What follows belongs to an exercise in optimizing a design on an open flow for small area, a short achievable clock period and few clock cycles per item; a production flow would make more cautious choices.
Function was checked by simulation only, so behaviour that the tests miss may differ from the original.

## ebpc_decoder
module ebpc_decoder
  (
   input logic                     clk_i,
   input logic                     rst_ni,
   input logic [DATA_W-1:0]        bpc_i,
   input logic                     bpc_last_i,
   input logic                     bpc_vld_i,
   output logic                    bpc_rdy_o,
   input logic [DATA_W-1:0]        znz_i,
   input logic                     znz_last_i,
   input logic                     znz_vld_i,
   output logic                    znz_rdy_o,
   input logic [LOG_MAX_WORDS-1:0] num_words_i,
   input logic                     num_words_vld_i,
   output logic                    num_words_rdy_o,
   output logic [DATA_W-1:0]       data_o,
   output logic                    last_o,
   output logic                    vld_o,
   input logic                     rdy_i
   );
clock: 12.0 ns
lec_check: 0
cap_margin: 20
core_margin: 2
core_utilization: 40
place_density: 0.6
slew_margin: 20
standard.sh (not shown) runs the stock make flow with config.mk's settings and CLKGATE_MAP_FILE= SYNTH_SCRIPT=/design/flow/synth_recipe.tcl, a recipe that flattens the netlist after the stock synthesis.
==> flow/flow/run.sh <==
#!/bin/bash
# Standard ORFS layout with timing repair aiming for extra setup slack and
# plain buffers on the ports (the clock period and constraints are unchanged).
set -euo pipefail
bash standard.sh SETUP_SLACK_MARGIN=8.4 'BUFFER_PORTS_ARGS=-buffer_cell sky130_fd_sc_hd__buf_2' finish > standard_flow.log 2>&1
Testbench counts at the start, summed over its fixed seeds: cycles 29,214, words 28,155.
==> next run, changes <==
--- a/flow/design.v
+++ b/flow/design.v
@@ -80,25 +80,25 @@
     window8 = '0;
     for (int j = 0; j < 8; j++)
       for (int i = 0; i < 8; i++)
         window8[7-j] = window8[7-j] | (p[i] & c[15-i-j]);
   endfunction
   logic [7:0]  zwin;
   logic        zbit, zrun, zsym_ok, zadv;
   logic [3:0]  zcnt;
   assign zwin    = window8(z0_q, z1_q, zp_q);
   assign zbit    = zwin[7];
   assign zcnt    = zwin[6:3];
   assign zrun    = zrun_q;
-  assign zsym_ok = zv0_q && (zv1_q || zl0_q || (|zp_q[3:0]) || zbit);
+  assign zsym_ok = zv0_q && (zv1_q || zl0_q || (|zp_q[3:0]));
   assign zadv    = act_q && !fv1_q && (zrun || zsym_ok);
   logic nwr_q;
   assign num_words_rdy_o = nwr_q;
   logic nw_take;
   assign nw_take = num_words_vld_i && nwr_q;
   always_ff @(posedge clk_i or negedge rst_ni) begin
     if (!rst_ni) begin
       act_q  <= 1'b0;
       fin_q  <= 1'b0;
       nxt_q  <= 1'b0;
     end else begin
       logic a, f, n;
Die area grows by a few percent. Global-route usage grows by 0.56 points. Hold slack improves by 0.0084 ns. Worst setup slack improves by 0.014 ns. Sequential share of layout area shrinks by 1.1 points. Final area grows by a few percent.
Testbench counts after the change, summed over its fixed seeds: cycles 29,513, words 28,155.


ebpc_decoder, a different RTL version from the one above (not shown whole).
For scale: about 260 flip-flops, about 61 I/O pins, about 0.012 sq mm of cells after synthesis.
Settings: LEC_CHECK=0, CAP_MARGIN=20, CORE_MARGIN=2, CORE_UTILIZATION=40, CTS_CLUSTER_DIAMETER=120, CTS_CLUSTER_SIZE=25, PLACE_DENSITY=0.6, SLEW_MARGIN=20; clock period 12.0 ns.
Scripts as last shown in full above: flow/flow/run.sh
The starting point produced a clean layout.
Testbench counts at the start, summed over its fixed seeds: cycles 29,134, words 28,155.
Then changed:
--- a/flow/design.v
+++ b/flow/design.v
@@ -320,21 +320,21 @@
   assign bdrop   = !bp_q[0] && bl0_q;
   assign base_ok = bv1_q || (bv0_q && bp_q[0]);
   assign bbase   = bdrop ? b1_q : win;
   logic       go, d_base, d_sym, d_end;
   logic [6:0] newpl;
   logic [3:0] kn;          
   assign go     = !dfull_q || !ov_q;
   assign d_base = go && inbase_q && base_ok;
   assign d_sym  = go && !inbase_q && bfit;
   logic [6:0] prev;
-  assign prev   = (k_q == 4'd0) ? 7'd0 : pl_q[7];
+  assign prev   = pl_q[7];
   assign newpl  = c_dbp ? 7'd0 : (sdbx ^ prev);
   assign kn     = k_q + (c_run ? {1'b0, win[4:2]} + 4'd2 : 4'd1);
   assign d_end  = d_sym && (k_q == 4'd8 || kn == 4'd9);
   logic [7:0] bpn;
   logic [1:0] bnpop;
   always_comb begin
     logic wrap;
     bpn  = bp_q;
     wrap = 1'b0;
     if (l2) begin
@@ -432,28 +432,26 @@
     end
     {b0_q, b1_q, b2_q} <= {s0, s1, s2};
     if (d_base) begin
       base_q <= bbase;
       k_q    <= 4'd0;
     end
     if (d_sym) begin
       k_q  <= kn;
     end
     for (int i = 0; i < 8; i++)
-      if (d_sym && k_q <= 4'(i))
-        pl_q[i] <= newpl;
+      if (d_base || (d_sym && k_q <= 4'(i)))
+        pl_q[i] <= d_base ? 7'd0 : newpl;
   end
   assign adv    = emit_nz;
   assign odone  = (adv && (om_q[7] || fe0_q)) || (blk_end && ov_q && !om_q[0]);
-  logic d_top;
-  assign d_top  = d_sym && (k_q == 4'd8);
-  assign ld_out = (dfull_q || d_top) && (!ov_q || odone);
+  assign ld_out = (dfull_q || d_end) && (!ov_q || odone);
   always_ff @(posedge clk_i or negedge rst_ni) begin
     if (!rst_ni)
       ov_q <= 1'b0;
     else if (ld_out)
       ov_q <= 1'b1;
     else if (odone)
       ov_q <= 1'b0;
   end
   logic [7:0] dsel;
   always_comb begin
After rerunning: Non-clock buffer count is higher by 40. Global-route usage is higher by 1.1 points. Synthesized area is higher by 0.53%. Setup slack gets worse by 0.055 ns. Critical path depth is higher by 6. Clock skew is lower by 0.0050 ns. Synthesized cell count is lower by 3.1%. Fmax is lower by 1.5%. Final cell count is higher by 0.33%. Via count is higher by 4.1%.
Testbench counts after the change, summed over its fixed seeds: cycles 28,934, words 28,155.


RTL: one of the versions met above, not the one the previous note started from.
For scale: about 61 I/O pins, roughly 12,000 um2 of cells after synthesis.
Settings: LEC_CHECK=0, CAP_MARGIN=20, CORE_MARGIN=2, CORE_UTILIZATION=40, CTS_CLUSTER_DIAMETER=120, CTS_CLUSTER_SIZE=25, PLACE_DENSITY=0.6, SLEW_MARGIN=20; clock period 12.0 ns.
Scripts as last shown in full above: flow/flow/run.sh
Testbench counts at the start, summed over its fixed seeds: cycles 29,214, words 28,155.
Then changed:
--- a/flow/design.v
+++ b/flow/design.v
@@ -53,16 +53,16 @@
   logic [7:0]  z0_q, z1_q;
   logic        zv0_q, zv1_q;
   logic        zl0_q, zl1_q;
   logic [7:0]  zp_q;
   logic [3:0]  zc_q;
   logic        zrun_q;         
   logic        fv0_q, fv1_q, fn0_q, fn1_q, fe0_q, fe1_q;
-  logic [7:0]  od0_q, od1_q;
-  logic        ov0_q, ov1_q, ol0_q, ol1_q;
+  logic [7:0]  od0_q;
+  logic        ov0_q, ol0_q;
   logic [7:0]  b0_q, b1_q, b2_q;
   logic        bv0_q, bv1_q, bv2_q;
   logic        bl0_q, bl1_q, bl2_q;
   logic [7:0]  bp_q;
   logic        inbase_q;       
   logic [3:0]  k_q;            
   logic [6:0]  pl_q [8];       
@@ -245,66 +245,54 @@
     end else if (znpop == 2'd2)
       v0 = 1'b0;
     if (ztake) begin
       if (!v0) z0_q <= znz_i;
       else     z1_q <= znz_i;
     end
   end
-  logic emit, emit_nz, blk_end, opop;
-  assign emit    = fv0_q && (!fn0_q || ov_q) && !ov1_q;
+  logic emit, emit_nz, blk_end;
+  assign emit    = fv0_q && (!fn0_q || ov_q) && (!ov0_q || rdy_i);
   assign emit_nz = emit && fn0_q;
   assign blk_end = emit && fe0_q;
-  assign opop    = ov0_q && rdy_i;
   assign data_o = od0_q;
   assign last_o = ol0_q;
   assign vld_o  = ov0_q;
   always_ff @(posedge clk_i or negedge rst_ni) begin
     if (!rst_ni) begin
       {fv0_q, fv1_q} <= '0;
-      {ov0_q, ov1_q} <= '0;
+      ov0_q <= 1'b0;
     end else begin
       logic v0, v1;
       {v0, v1} = {fv0_q, fv1_q};
       if (emit)
         {v0, v1} = {fv1_q, 1'b0};
       if (zadv) begin
         if (!v0) v0 = 1'b1;
         else     v1 = 1'b1;
       end
       {fv0_q, fv1_q} <= {v0, v1};
-      {v0, v1} = {ov0_q, ov1_q};
-      if (opop)
-        {v0, v1} = {ov1_q, 1'b0};
-      if (emit) begin
-        if (!v0) v0 = 1'b1;
-        else     v1 = 1'b1;
-      end
-      {ov0_q, ov1_q} <= {v0, v1};
+      if (emit)
+        ov0_q <= 1'b1;
+      else if (rdy_i)
+        ov0_q <= 1'b0;
     end
   end
   always_ff @(posedge clk_i) begin
     logic v0;
     v0 = fv0_q;
     if (emit) begin
       {fn0_q, fe0_q} <= {fn1_q, fe1_q};
       v0 = fv1_q;
     end
     if (zadv) begin
       if (!v0) {fn0_q, fe0_q} <= {!zrun && zbit, fin_q};
       else     {fn1_q, fe1_q} <= {!zrun && zbit, fin_q};
     end
-    v0 = ov0_q;
-    if (opop) begin
-      {ol0_q, od0_q} <= {ol1_q, od1_q};
-      v0 = ov1_q;
-    end
-    if (emit) begin
-      if (!v0) {ol0_q, od0_q} <= {fe0_q, fn0_q ? acc_q : 8'd0};
-      else     {ol1_q, od1_q} <= {fe0_q, fn0_q ? acc_q : 8'd0};
-    end
+    if (emit)
+      {ol0_q, od0_q} <= {fe0_q, fn0_q ? acc_q : 8'd0};
   end
   logic [7:0]  win;
   assign win = window8(b0_q, b1_q, bp_q);
   logic c_raw, c_zero, c_run, c_ones, c_dbp, c_two, c_one;
   assign c_raw  = win[7];
   assign c_zero = win[7:6] == 2'b01;
   assign c_run  = win[7:5] == 3'b001;
=>
- final cell count decreases by 3.4%
- synthesized cell count decreases by 3.5%
- worst setup slack got worse by 0.0093 ns
- maximum frequency barely changes
- core utilization increases by 0.39 points
- count of clock-buffer cells in the layout decreases by 1
- clock skew increases by 0.0073 ns
- non-clock buffer count decreases by 1
Testbench counts after the change, summed over its fixed seeds: cycles 29,214, words 28,155.

## what the ideal ports hide
The results above use ideal ports. As a check the final layouts listed here were re-extracted and re-timed, cells and wires unchanged.
Step 1 (the two cells are an assumption about what drives the block):
set clk [get_ports {clk_i}]
set_driving_cell -lib_cell sky130_fd_sc_hd__clkbuf_16 $clk
set_driving_cell -lib_cell sky130_fd_sc_hd__buf_2 [delete_from_list [all_inputs] $clk]
Step 2 adds t to the input delays and takes it off the output delays; t is the mean of the earliest and latest rising clock arrival at the registers after step 1. Input paths then give back, and output paths get back, about the clock's delay inside the block.
Three values: no drivers, after step 1, after step 2; two values: the first two.
run | t (ns) | slack for setup (ns) | slew at the worst register clock pin (ns)
the first run of note 1 | 0.599 | 8.444 / 8.398 / 8.060 | 0.06 / 0.06
the second run of note 1 | 0.582 | 8.458 / 8.408 / 8.014 | 0.06 / 0.06
the first run of note 2 | 0.525 | 8.441 / 8.430 / 7.943 | 0.11 / 0.11
the second run of note 2 | 0.540 | 8.386 / 8.386 / 7.962 | 0.11 / 0.11
the first run of note 3 | 0.532 | 8.504 / 8.460 / 8.078 | 0.11 / 0.11
the second run of note 3 | 0.535 | 8.494 / 8.444 / 8.009 | 0.10 / 0.10
After both steps setup and hold are still met in every run listed. For the first run of note 2, which loses most, drivers alone change the setup slack by -0.011 ns; drivers and shift together by -0.498 ns.
